Source: an optimization exercise on an open RTL-to-GDS flow (aim: small area and a short achievable clock period). Production flows keep margins and buffers that such runs may drop.
In this exercise RTL edits were held to simulation tests only and were not proved equivalent to the original.

==> inputs of 01-12 <==
Design notch_filter, start of the top module:
module notch_filter #(
    parameter int DATA_WIDTH = 16
)(
    input  logic                    clk,
    input  logic                    rst_n,
    input  logic                    valid_i,
    input  logic signed [DATA_WIDTH-1:0] data_i,
    output logic                    valid_o,
    output logic signed [DATA_WIDTH-1:0] data_o
);
    logic [15:0] x;
    logic [31:0] s1, s2;
    logic [8:1] p;
    logic n80;
    logic n81;
    logic n82;
    logic n83;
    logic n84;
    logic n85;
    logic n86;
    logic n87;
    logic n88;
    logic n89;
    logic n90;
    logic n91;
    logic n92;
    logic n93;
    logic n94;
    logic n95;
    logic n96;
    logic n97;
    logic n98;
    logic n99;
    logic n100;
    logic n101;
    logic n102;
    logic n103;
    logic n104;
    logic n105;
    logic n106;
    logic n107;
    logic n108;
    logic n109;
    logic n110;
    logic n111;
    logic n112;
    logic n113;
    logic n114;
    logic n115;
    logic n116;
    logic n117;
    logic n118;
    logic n119;
    logic n120;
    logic n121;
    logic n122;
    logic n123;
    logic n124;
    logic n125;
    logic n126;
    logic n127;
    logic n128;
    logic n129;
    logic n130;
    logic n131;
    logic n132;
    logic n133;
    logic n134;
    logic n135;
    logic n136;
    logic n137;
    logic n138;
    logic n139;
    logic n140;
    logic n141;
    logic n142;
    logic n143;
    logic n144;
    logic n145;
    logic n146;
    logic n147;
    logic n148;
    logic n149;
    logic n150;
    logic n151;
    logic n152;
    logic n153;
  ...
clock: 12.0 ns
lec_check: 0
cap_margin: 20
core_margin: 2
core_utilization: 40
cts_cluster_diameter: 100
cts_cluster_size: 32
slew_margin: 20
synth_hierarchical: 1
run.sh (not shown) runs the stock make flow with config.mk's settings and CLKGATE_MAP_FILE= SYNTH_SCRIPT=/design/flow/synth_recipe.tcl, a recipe that flattens the netlist after the stock synthesis.
==> 04-11 (differences from 01-12) <==
--- a/flow/design.v
+++ b/flow/design.v
@@ -522,23 +522,24 @@
     logic n180_d1;
     logic n182_d1;
     logic n183_d1;
     logic n200_d1;
     logic n220_d1;
     logic n222_d1;
     logic n223_d1;
+    logic n238_d1;
     logic n240_d1;
     logic n241_d1;
+    logic n258_d1;
     logic n260_d1;
     logic n261_d1;
     logic n283_d1;
-    logic n302_d1;
-    logic n303_d1;
-    logic n322_d1;
-    logic n323_d1;
+    logic n301_d1;
+    logic n320_d1;
+    logic n321_d1;
     logic n348_d1;
     logic n350_d1;
     logic n352_d1;
     logic n353_d1;
     logic n364_d1;
     logic n366_d1;
     logic n368_d1;
@@ -558,53 +559,55 @@
     logic n420_d1;
     logic n422_d1;
     logic n424_d1;
     logic n426_d1;
     logic n428_d1;
     logic n430_d1;
     logic n431_d1;
+    logic n438_d1;
     logic n440_d1;
     logic n442_d1;
     logic n444_d1;
     logic n446_d1;
     logic n447_d1;
     logic n448_d1;
     logic n450_d1;
     logic n452_d1;
     logic n454_d1;
-    logic n456_d1;
-    logic n457_d1;
+    logic n455_d1;
     logic n458_d1;
     logic n460_d1;
     logic n462_d1;
     logic n464_d1;
     logic n466_d1;
     logic n468_d1;
     logic n470_d1;
     logic n472_d1;
     logic n474_d1;
-    logic n476_d1;
-    logic n477_d1;
+    logic n475_d1;
     logic n478_d1;
     logic n480_d1;
     logic n482_d1;
     logic n484_d1;
     logic n485_d1;
     logic n486_d1;
     logic n487_d1;
+    logic n502_d1;
     logic n504_d1;
     logic n505_d1;
+    logic n522_d1;
     logic n524_d1;
     logic n525_d1;
     logic n535_d1;
+    logic n548_d1;
     logic n549_d1;
-    logic n566_d1;
-    logic n567_d1;
-    logic n586_d1;
-    logic n587_d1;
+    logic n564_d1;
+    logic n565_d1;
+    logic n584_d1;
+    logic n585_d1;
     logic xd15_1;
     nf_ha u80 (.a(x[2]), .b(x[0]), .s(n80), .co(n81));
     nf_fa u82 (.a(x[3]), .b(x[1]), .c(n81), .s(n82), .co(n83));
     nf_fa u84 (.a(x[4]), .b(x[2]), .c(n83), .s(n84), .co(n85));
     nf_fa u86 (.a(x[5]), .b(x[3]), .c(n85), .s(n86), .co(n87));
     nf_fa u88 (.a(x[6]), .b(x[4]), .c(n87), .s(n88), .co(n89));
     nf_fa u90 (.a(x[7]), .b(x[5]), .c(n89), .s(n90), .co(n91));
@@ -705,43 +708,43 @@
     nf_fa u288 (.a(s1[11]), .b(n224), .c(n287), .s(n288), .co(n289));
     nf_fa u290 (.a(s1[12]), .b(n226), .c(n289), .s(n290), .co(n291));
     nf_fa u292 (.a(s1[13]), .b(n228), .c(n291), .s(n292), .co(n293));
     nf_fa u294 (.a(s1[14]), .b(n230), .c(n293), .s(n294), .co(n295));
     nf_fa u296 (.a(s1[15]), .b(n232), .c(n295), .s(n296), .co(n297));
     nf_fa u298 (.a(s1[16]), .b(n234), .c(n297), .s(n298), .co(n299));
     nf_fa u300 (.a(s1[17]), .b(n236), .c(n299), .s(n300), .co(n301));
-    nf_fa u302 (.a(s1[18]), .b(n238), .c(n301), .s(n302), .co(n303));
-    nf_fa u304 (.a(s1[19]), .b(n240_d1), .c(n303_d1), .s(n304), .co(n305));
+    nf_fa u302 (.a(s1[18]), .b(n238_d1), .c(n301_d1), .s(n302), .co(n303));
+    nf_fa u304 (.a(s1[19]), .b(n240_d1), .c(n303), .s(n304), .co(n305));
     nf_fa u306 (.a(s1[20]), .b(n242), .c(n305), .s(n306), .co(n307));
     nf_fa u308 (.a(s1[21]), .b(n244), .c(n307), .s(n308), .co(n309));
     nf_fa u310 (.a(s1[22]), .b(n246), .c(n309), .s(n310), .co(n311));
     nf_fa u312 (.a(s1[23]), .b(n248), .c(n311), .s(n312), .co(n313));
     nf_fa u314 (.a(s1[24]), .b(n250), .c(n313), .s(n314), .co(n315));
     nf_fa u316 (.a(s1[25]), .b(n252), .c(n315), .s(n316), .co(n317));
     nf_fa u318 (.a(s1[26]), .b(n254), .c(n317), .s(n318), .co(n319));
     nf_fa u320 (.a(s1[27]), .b(n256), .c(n319), .s(n320), .co(n321));
-    nf_fa u322 (.a(s1[28]), .b(n258), .c(n321), .s(n322), .co(n323));
-    nf_fa u324 (.a(s1[29]), .b(n260_d1), .c(n323_d1), .s(n324), .co(n325));
+    nf_fa u322 (.a(s1[28]), .b(n258_d1), .c(n321_d1), .s(n322), .co(n323));
+    nf_fa u324 (.a(s1[29]), .b(n260_d1), .c(n323), .s(n324), .co(n325));
     nf_fa u326 (.a(s1[30]), .b(n262), .c(n325), .s(n326), .co(n327));
     nf_fa u328 (.a(s1[31]), .b(n262), .c(n327), .s(n328), .co(n329));
     nf_ha u348 (.a(~x[0]), .b(n294), .s(n348), .co(n349));
     nf_fa u350 (.a(~x[1]), .b(n296), .c(n349), .s(n350), .co(n351));
     nf_fa u352 (.a(~x[2]), .b(n298), .c(n351), .s(n352), .co(n353));
     nf_fa u354 (.a(x[3]), .b(s1[17]), .c(~n353_d1), .s(n354), .co(n355));
-    nf_fa u356 (.a(x[4]), .b(~n302_d1), .c(n355), .s(n356), .co(n357));
+    nf_fa u356 (.a(x[4]), .b(~n302), .c(n355), .s(n356), .co(n357));
     nf_fa u358 (.a(x[5]), .b(~n304), .c(n357), .s(n358), .co(n359));
     nf_fa u360 (.a(x[6]), .b(~n306), .c(n359), .s(n360), .co(n361));
     nf_fa u362 (.a(x[7]), .b(~n308), .c(n361), .s(n362), .co(n363));
     nf_fa u364 (.a(x[8]), .b(~n310), .c(n363), .s(n364), .co(n365));
     nf_fa u366 (.a(x[9]), .b(~n312), .c(n365), .s(n366), .co(n367));
     nf_fa u368 (.a(x[10]), .b(~n314), .c(n367), .s(n368), .co(n369));
     nf_fa u370 (.a(x[11]), .b(~n316), .c(n369), .s(n370), .co(n371));
     nf_fa u372 (.a(x[12]), .b(~n318), .c(n371), .s(n372), .co(n373));
-    nf_fa u374 (.a(x[13]), .b(s1[27]), .c(n373_d1), .s(n374), .co(n375));
-    nf_fa u376 (.a(x[14]), .b(~n322_d1), .c(n375), .s(n376), .co(n377));
+    nf_fa u374 (.a(x[13]), .b(~n320_d1), .c(n373_d1), .s(n374), .co(n375));
+    nf_fa u376 (.a(x[14]), .b(~n322), .c(n375), .s(n376), .co(n377));
     nf_fa u378 (.a(xs3), .b(~n324), .c(n377), .s(n378), .co(n379));
     nf_fa u380 (.a(xs3), .b(~n326), .c(n379), .s(n380), .co(n381));
     nf_fa u382 (.a(xs3), .b(~n328), .c(n381), .s(n382), .co(n383));
     nf_fa u384 (.a(xs3), .b(~n328), .c(n383), .s(n384), .co(n385));
     nf_ha u412 (.a(~n350), .b(~n348), .s(n412), .co(n413));
     nf_fa u414 (.a(n352_d1), .b(n350_d1), .c(~n413_d1), .s(n414), .co(n415));
     nf_fa u416 (.a(~n354), .b(n352_d1), .c(n415), .s(n416), .co(n417));
@@ -760,49 +763,49 @@
     nf_fa u442 (.a(n380), .b(n378), .c(n441), .s(n442), .co(n443));
     nf_fa u444 (.a(n382), .b(n380), .c(n443), .s(n444), .co(n445));
     nf_fa u446 (.a(n384), .b(n382), .c(n445), .s(n446), .co(n447));
     nf_ha u448 (.a(n420), .b(~n348_d1), .s(n448), .co(n449));
     nf_fa u450 (.a(n422), .b(n412_d1), .c(n449), .s(n450), .co(n451));
     nf_fa u452 (.a(n424), .b(~n414), .c(n451), .s(n452), .co(n453));
     nf_fa u454 (.a(n426), .b(~n416), .c(n453), .s(n454), .co(n455));
-    nf_fa u456 (.a(n428), .b(n418), .c(n455), .s(n456), .co(n457));
-    nf_fa u458 (.a(n430_d1), .b(n420_d1), .c(n457_d1), .s(n458), .co(n459));
+    nf_fa u456 (.a(n428_d1), .b(n418_d1), .c(n455_d1), .s(n456), .co(n457));
+    nf_fa u458 (.a(n430_d1), .b(n420_d1), .c(n457), .s(n458), .co(n459));
     nf_fa u460 (.a(n432), .b(n422_d1), .c(n459), .s(n460), .co(n461));
     nf_fa u462 (.a(n434), .b(n424_d1), .c(n461), .s(n462), .co(n463));
     nf_fa u464 (.a(n436), .b(n426_d1), .c(n463), .s(n464), .co(n465));
     nf_fa u466 (.a(n438), .b(n428_d1), .c(n465), .s(n466), .co(n467));
     nf_fa u468 (.a(n440), .b(n430_d1), .c(n467), .s(n468), .co(n469));
     nf_fa u470 (.a(n442), .b(n432), .c(n469), .s(n470), .co(n471));
     nf_fa u472 (.a(n444), .b(n434), .c(n471), .s(n472), .co(n473));
     nf_fa u474 (.a(n446), .b(n436), .c(n473), .s(n474), .co(n475));
-    nf_fa u476 (.a(n447), .b(n438), .c(n475), .s(n476), .co(n477));
-    nf_fa u478 (.a(n447_d1), .b(n440_d1), .c(n477_d1), .s(n478), .co(n479));
+    nf_fa u476 (.a(n447_d1), .b(n438_d1), .c(n475_d1), .s(n476), .co(n477));
+    nf_fa u478 (.a(n447_d1), .b(n440_d1), .c(n477), .s(n478), .co(n479));
     nf_fa u480 (.a(n447_d1), .b(n442_d1), .c(n479), .s(n480), .co(n481));
     nf_fa u482 (.a(n447_d1), .b(n444_d1), .c(n481), .s(n482), .co(n483));
     nf_fa u484 (.a(n447_d1), .b(n446_d1), .c(n483), .s(n484), .co(n485));
     nf_ha u486 (.a(n454), .b(~n348_d1), .s(n486), .co(n487));
-    nf_fa u488 (.a(n456_d1), .b(n412_d2), .c(n487_d1), .s(n488), .co(n489));
+    nf_fa u488 (.a(n456), .b(n412_d2), .c(n487_d1), .s(n488), .co(n489));
     nf_fa u490 (.a(n458), .b(~n414_d1), .c(n489), .s(n490), .co(n491));
     nf_fa u492 (.a(n460), .b(~n416_d1), .c(n491), .s(n492), .co(n493));
     nf_fa u494 (.a(n462), .b(n418_d1), .c(n493), .s(n494), .co(n495));
     nf_fa u496 (.a(n464), .b(n448_d1), .c(n495), .s(n496), .co(n497));
     nf_fa u498 (.a(n466), .b(n450_d1), .c(n497), .s(n498), .co(n499));
     nf_fa u500 (.a(n468), .b(n452_d1), .c(n499), .s(n500), .co(n501));
     nf_fa u502 (.a(n470), .b(n454_d1), .c(n501), .s(n502), .co(n503));
-    nf_fa u504 (.a(n472), .b(n456_d1), .c(n503), .s(n504), .co(n505));
+    nf_fa u504 (.a(n472), .b(n456), .c(n503), .s(n504), .co(n505));
     nf_fa u506 (.a(n474_d1), .b(n458_d1), .c(n505_d1), .s(n506), .co(n507));
-    nf_fa u508 (.a(n476_d1), .b(n460_d1), .c(n507), .s(n508), .co(n509));
+    nf_fa u508 (.a(n476), .b(n460_d1), .c(n507), .s(n508), .co(n509));
     nf_fa u510 (.a(n478), .b(n462_d1), .c(n509), .s(n510), .co(n511));
     nf_fa u512 (.a(n480), .b(n464_d1), .c(n511), .s(n512), .co(n513));
     nf_fa u514 (.a(n482), .b(n466_d1), .c(n513), .s(n514), .co(n515));
     nf_fa u516 (.a(n484), .b(n468_d1), .c(n515), .s(n516), .co(n517));
     nf_fa u518 (.a(n485), .b(n470_d1), .c(n517), .s(n518), .co(n519));
     nf_fa u520 (.a(n485), .b(n472_d1), .c(n519), .s(n520), .co(n521));
     nf_fa u522 (.a(n485), .b(n474_d1), .c(n521), .s(n522), .co(n523));
-    nf_fa u524 (.a(n485), .b(n476_d1), .c(n523), .s(n524), .co(n525));
+    nf_fa u524 (.a(n485), .b(n476), .c(n523), .s(n524), .co(n525));
     nf_fa u526 (.a(n485_d1), .b(n478_d1), .c(n525_d1), .s(n526), .co(n527));
     nf_fa u528 (.a(n485_d1), .b(n480_d1), .c(n527), .s(n528), .co(n529));
     nf_fa u530 (.a(n485_d1), .b(n482_d1), .c(n529), .s(n530), .co(n531));
     nf_fa u532 (.a(n485_d1), .b(n484_d1), .c(n531), .s(n532), .co(n533));
     nf_ha u534 (.a(~n348), .b(s2[0]), .s(n534), .co(n535));
     nf_fa u536 (.a(n412_d1), .b(s2[1]), .c(n535_d1), .s(n536), .co(n537));
     nf_fa u538 (.a(~n414), .b(s2[2]), .c(n537), .s(n538), .co(n539));
@@ -815,26 +818,26 @@
     nf_fa u552 (.a(n488), .b(s2[9]), .c(n551), .s(n552), .co(n553));
     nf_fa u554 (.a(n490), .b(s2[10]), .c(n553), .s(n554), .co(n555));
     nf_fa u556 (.a(n492), .b(s2[11]), .c(n555), .s(n556), .co(n557));
     nf_fa u558 (.a(n494), .b(s2[12]), .c(n557), .s(n558), .co(n559));
     nf_fa u560 (.a(n496), .b(s2[13]), .c(n559), .s(n560), .co(n561));
     nf_fa u562 (.a(n498), .b(s2[14]), .c(n561), .s(n562), .co(n563));
     nf_fa u564 (.a(n500), .b(s2[15]), .c(n563), .s(n564), .co(n565));
-    nf_fa u566 (.a(n502), .b(s2[16]), .c(n565), .s(n566), .co(n567));
-    nf_fa u568 (.a(n504_d1), .b(s2[17]), .c(n567_d1), .s(n568), .co(n569));
+    nf_fa u566 (.a(n502_d1), .b(s2[16]), .c(n565_d1), .s(n566), .co(n567));
+    nf_fa u568 (.a(n504_d1), .b(s2[17]), .c(n567), .s(n568), .co(n569));
     nf_fa u570 (.a(n506), .b(s2[18]), .c(n569), .s(n570), .co(n571));
     nf_fa u572 (.a(n508), .b(s2[19]), .c(n571), .s(n572), .co(n573));
     nf_fa u574 (.a(n510), .b(s2[20]), .c(n573), .s(n574), .co(n575));
     nf_fa u576 (.a(n512), .b(s2[21]), .c(n575), .s(n576), .co(n577));
     nf_fa u578 (.a(n514), .b(s2[22]), .c(n577), .s(n578), .co(n579));
     nf_fa u580 (.a(n516), .b(s2[23]), .c(n579), .s(n580), .co(n581));
     nf_fa u582 (.a(n518), .b(s2[24]), .c(n581), .s(n582), .co(n583));
     nf_fa u584 (.a(n520), .b(s2[25]), .c(n583), .s(n584), .co(n585));
-    nf_fa u586 (.a(n522), .b(s2[26]), .c(n585), .s(n586), .co(n587));
-    nf_fa u588 (.a(n524_d1), .b(s2[27]), .c(n587_d1), .s(n588), .co(n589));
+    nf_fa u586 (.a(n522_d1), .b(s2[26]), .c(n585_d1), .s(n586), .co(n587));
+    nf_fa u588 (.a(n524_d1), .b(s2[27]), .c(n587), .s(n588), .co(n589));
     nf_fa u590 (.a(n526), .b(s2[28]), .c(n589), .s(n590), .co(n591));
     nf_fa u592 (.a(n528), .b(s2[29]), .c(n591), .s(n592), .co(n593));
     nf_fa u594 (.a(n530), .b(s2[30]), .c(n593), .s(n594), .co(n595));
     nf_fa u596 (.a(n532), .b(s2[31]), .c(n595), .s(n596), .co(n597));
     always_ff @(posedge clk) begin
         xs1 <= x[15];
         xs2 <= xs1;
@@ -859,23 +862,24 @@
         n180_d1 <= n180;
         n182_d1 <= n182;
         n183_d1 <= n183;
         n200_d1 <= n200;
         n220_d1 <= n220;
         n222_d1 <= n222;
         n223_d1 <= n223;
+        n238_d1 <= n238;
         n240_d1 <= n240;
         n241_d1 <= n241;
+        n258_d1 <= n258;
         n260_d1 <= n260;
         n261_d1 <= n261;
         n283_d1 <= n283;
-        n302_d1 <= n302;
-        n303_d1 <= n303;
-        n322_d1 <= n322;
-        n323_d1 <= n323;
+        n301_d1 <= n301;
+        n320_d1 <= n320;
+        n321_d1 <= n321;
         n348_d1 <= n348;
         n350_d1 <= n350;
         n352_d1 <= n352;
         n353_d1 <= n353;
         n364_d1 <= n364;
         n366_d1 <= n366;
         n368_d1 <= n368;
@@ -895,53 +899,55 @@
         n420_d1 <= n420;
         n422_d1 <= n422;
         n424_d1 <= n424;
         n426_d1 <= n426;
         n428_d1 <= n428;
         n430_d1 <= n430;
         n431_d1 <= n431;
+        n438_d1 <= n438;
         n440_d1 <= n440;
         n442_d1 <= n442;
         n444_d1 <= n444;
         n446_d1 <= n446;
         n447_d1 <= n447;
         n448_d1 <= n448;
         n450_d1 <= n450;
         n452_d1 <= n452;
         n454_d1 <= n454;
-        n456_d1 <= n456;
-        n457_d1 <= n457;
+        n455_d1 <= n455;
         n458_d1 <= n458;
         n460_d1 <= n460;
         n462_d1 <= n462;
         n464_d1 <= n464;
         n466_d1 <= n466;
         n468_d1 <= n468;
         n470_d1 <= n470;
         n472_d1 <= n472;
         n474_d1 <= n474;
-        n476_d1 <= n476;
-        n477_d1 <= n477;
+        n475_d1 <= n475;
         n478_d1 <= n478;
         n480_d1 <= n480;
         n482_d1 <= n482;
         n484_d1 <= n484;
         n485_d1 <= n485;
         n486_d1 <= n486;
         n487_d1 <= n487;
+        n502_d1 <= n502;
         n504_d1 <= n504;
         n505_d1 <= n505;
+        n522_d1 <= n522;
         n524_d1 <= n524;
         n525_d1 <= n525;
         n535_d1 <= n535;
+        n548_d1 <= n548;
         n549_d1 <= n549;
-        n566_d1 <= n566;
-        n567_d1 <= n567;
-        n586_d1 <= n586;
-        n587_d1 <= n587;
+        n564_d1 <= n564;
+        n565_d1 <= n565;
+        n584_d1 <= n584;
+        n585_d1 <= n585;
         xd15_1 <= x[15];
         if (valid_i) x <= data_i;
     end
     always_ff @(posedge clk or negedge rst_n) begin
         if (!rst_n) begin
             p  <= '0;
             s1 <= '0;
@@ -951,50 +957,50 @@
             if (p[2]) s1[0] <= n534;
             if (p[3]) s1[1] <= n536;
             if (p[3]) s1[2] <= n538;
             if (p[3]) s1[3] <= n540;
             if (p[3]) s1[4] <= n542;
             if (p[3]) s1[5] <= n544;
             if (p[3]) s1[6] <= n546;
-            if (p[3]) s1[7] <= n548;
+            if (p[4]) s1[7] <= n548_d1;
             if (p[4]) s1[8] <= n550;
             if (p[4]) s1[9] <= n552;
             if (p[4]) s1[10] <= n554;
             if (p[4]) s1[11] <= n556;
             if (p[4]) s1[12] <= n558;
             if (p[4]) s1[13] <= n560;
             if (p[2]) s1[14] <= ~n294;
             if (p[4]) s1[14] <= n562;
             if (p[2]) s1[15] <= ~n296;
-            if (p[4]) s1[15] <= n564;
+            if (p[5]) s1[15] <= n564_d1;
             if (p[2]) s1[16] <= ~n298;
-            if (p[5]) s1[16] <= n566_d1;
+            if (p[5]) s1[16] <= n566;
             if (p[2]) s1[17] <= ~n300;
             if (p[5]) s1[17] <= n568;
-            if (p[3]) s1[18] <= ~n302_d1;
+            if (p[3]) s1[18] <= ~n302;
             if (p[5]) s1[18] <= n570;
             if (p[3]) s1[19] <= ~n304;
             if (p[5]) s1[19] <= n572;
             if (p[3]) s1[20] <= ~n306;
             if (p[5]) s1[20] <= n574;
             if (p[3]) s1[21] <= ~n308;
             if (p[5]) s1[21] <= n576;
             if (p[3]) s1[22] <= ~n310;
             if (p[5]) s1[22] <= n578;
             if (p[3]) s1[23] <= ~n312;
             if (p[5]) s1[23] <= n580;
             if (p[3]) s1[24] <= ~n314;
             if (p[5]) s1[24] <= n582;
             if (p[3]) s1[25] <= ~n316;
-            if (p[5]) s1[25] <= n584;
+            if (p[6]) s1[25] <= n584_d1;
             if (p[3]) s1[26] <= ~n318;
-            if (p[6]) s1[26] <= n586_d1;
-            if (p[3]) s1[27] <= ~n320;
+            if (p[6]) s1[26] <= n586;
+            if (p[4]) s1[27] <= ~n320_d1;
             if (p[6]) s1[27] <= n588;
-            if (p[4]) s1[28] <= ~n322_d1;
+            if (p[4]) s1[28] <= ~n322;
             if (p[6]) s1[28] <= n590;
             if (p[4]) s1[29] <= ~n324;
             if (p[6]) s1[29] <= n592;
             if (p[4]) s1[30] <= ~n326;
             if (p[6]) s1[30] <= n594;
             if (p[4]) s1[31] <= ~n328;
             if (p[6]) s1[31] <= n596;
@@ -1024,15 +1030,15 @@
     assign ds_v = ~{ds_re5[5:0], ds_e5h[6:5]};
     assign ds_w = ~{ds_re5[0], ds_e5h};
     nf_csa8 u_ds_cs (.a(ds_re), .b(ds_v), .c(ds_w), .y(ds_cs));
     nf_add8 u_ds_sc2 (.a(ds_cs[7:0]), .b({ds_cs[14:8], ds_cb2}), .cin(ds_cc2), .y(ds_sc2));
     assign ds_s2 = ds_sc2[7:0];
     always_ff @(posedge clk) begin
         ds_dr <= p[3] ? {n362, n360, n358, n356, n354, ~n352_d1, ~n350_d1, ~n348_d1} : p[4] ? {n378, n376, n374, n372_d1, n370_d1, n368_d1, n366_d1, n364_d1} : p[5] ? {n384_d1, n384_d1, n384_d1, n384_d1, n384_d1, n384_d1, n382_d1, n380_d1} : {n384_d2, n384_d2, n384_d2, n384_d2, n384_d2, n384_d2, n384_d2, n384_d2};
-        ds_qr <= p[3] ? {~n308, ~n306, ~n304, ~n302_d1, s1[17], s1[16], s1[15], s1[14]} : p[4] ? {~n324, ~n322_d1, s1[27], s1[26], s1[25], s1[24], s1[23], s1[22]} : p[5] ? {s1[31], s1[31], s1[31], s1[31], s1[31], s1[31], s1[31], s1[30]} : {s1[31], s1[31], s1[31], s1[31], s1[31], s1[31], s1[31], s1[31]};
+        ds_qr <= p[3] ? {~n308, ~n306, ~n304, ~n302, s1[17], s1[16], s1[15], s1[14]} : p[4] ? {~n324, ~n322, ~n320_d1, s1[26], s1[25], s1[24], s1[23], s1[22]} : p[5] ? {s1[31], s1[31], s1[31], s1[31], s1[31], s1[31], s1[31], s1[30]} : {s1[31], s1[31], s1[31], s1[31], s1[31], s1[31], s1[31], s1[31]};
         ds_ca2 <= p[3] | ds_sa2[8];
         ds_cb1 <= ~p[3] & ds_sb1[8];
         ds_cc1 <= ~p[3] & ds_sc1[8];
         ds_eh <= p[3] ? 2'b0 : ds_e[7:6];
         ds_rd1 <= p[3] ? 8'b0 : ds_dr;
         ds_rd2 <= (p[3] | p[4]) ? 8'b0 : ds_rd1;
         ds_re <= ds_t2;
@@ -1051,11 +1057,11 @@
     assign data_o[6] = ~s1[20];
     assign data_o[7] = ~s1[21];
     assign data_o[8] = ~s1[22];
     assign data_o[9] = ~s1[23];
     assign data_o[10] = ~s1[24];
     assign data_o[11] = ~s1[25];
     assign data_o[12] = ~s1[26];
-    assign data_o[13] = ~s1[27];
-    assign data_o[14] = n322_d1;
+    assign data_o[13] = n320_d1;
+    assign data_o[14] = n322;
     assign data_o[15] = n324;
 endmodule
Settings changed: CORE_UTILIZATION 40 to 48, CTS_CLUSTER_SIZE 32 to 30.
==> 07-20 (differences from 01-12) <==
Settings changed: CTS_CLUSTER_SIZE 32 to 30.
==> run notes <==
| quantity | 01-12 | 07-20 | 04-11 |
|---|---|---|---|
| Result of the run | complete, no violations | complete, no violations | complete, no violations |
| Share of cell area taken by multi-input logic gates | 48.38% | 48.42% | 48.36% |
| Count of clock tree sinks | 249 | 249 | 252 |
| Max frequency | 201.5 MHz | 201.5 MHz | 204.1 MHz |
| Least-Margin Pin Slew | 0.9421 ns | 0.9097 ns | 1.050 ns |
| Share of the clock period used by the worst path after layout | 41.36% | 41.36% | 40.83% |
| FILL cells | 2775 | 2783 | 2093 |
| Area of the multi-input gates | 6633 um2 | 6633 um2 | 6584 um2 |
| Number of clock buffer instances in the layout | 16 | 17 | 17 |
| Critical path's largest stage delay | 0.73 ns | 0.73 ns | 0.63 ns |
| Number of signal-net buffers in the layout | 40 | 40 | 39 |
| FP Rows | 65 | 65 | 59 |
| Source-to-sink clock delay at the later pin of the worst-skew pair | 0.50 ns | 0.50 ns | 0.48 ns |
| Area share of the leading cell type in the synthesized netlist | 40.33% | 40.33% | 40.35% |

[re-timing with driven ports]
Ports are ideal in the flow. The routed layouts listed here were re-timed in OpenROAD.
Step 1: set_driving_cell puts a clkbuf_16 on clk and a buf_2 on each other input, an assumption about the parent block.
Step 2 also shifts input and output timing later by t, the mid clock arrival at the registers, as if the neighbouring blocks saw the same clock.
Three values: no drivers, after step 1, after step 2; two values: the first two.
run	t, ns	setup slack, ns	worst setup path after step 2	latest minus earliest clock arrival (ns)	worst slew at a driven data input, ns
01-12	0.532	7.036 / 7.036 / 7.036	register to register	0.025 / 0.025	0.04
04-11	0.520	7.100 / 7.100 / 7.100	register to register	0.013 / 0.013	0.04
07-20	0.538	7.037 / 7.037 / 7.037	register to register	0.033 / 0.033	0.04
After both steps every run listed still meets setup and hold.
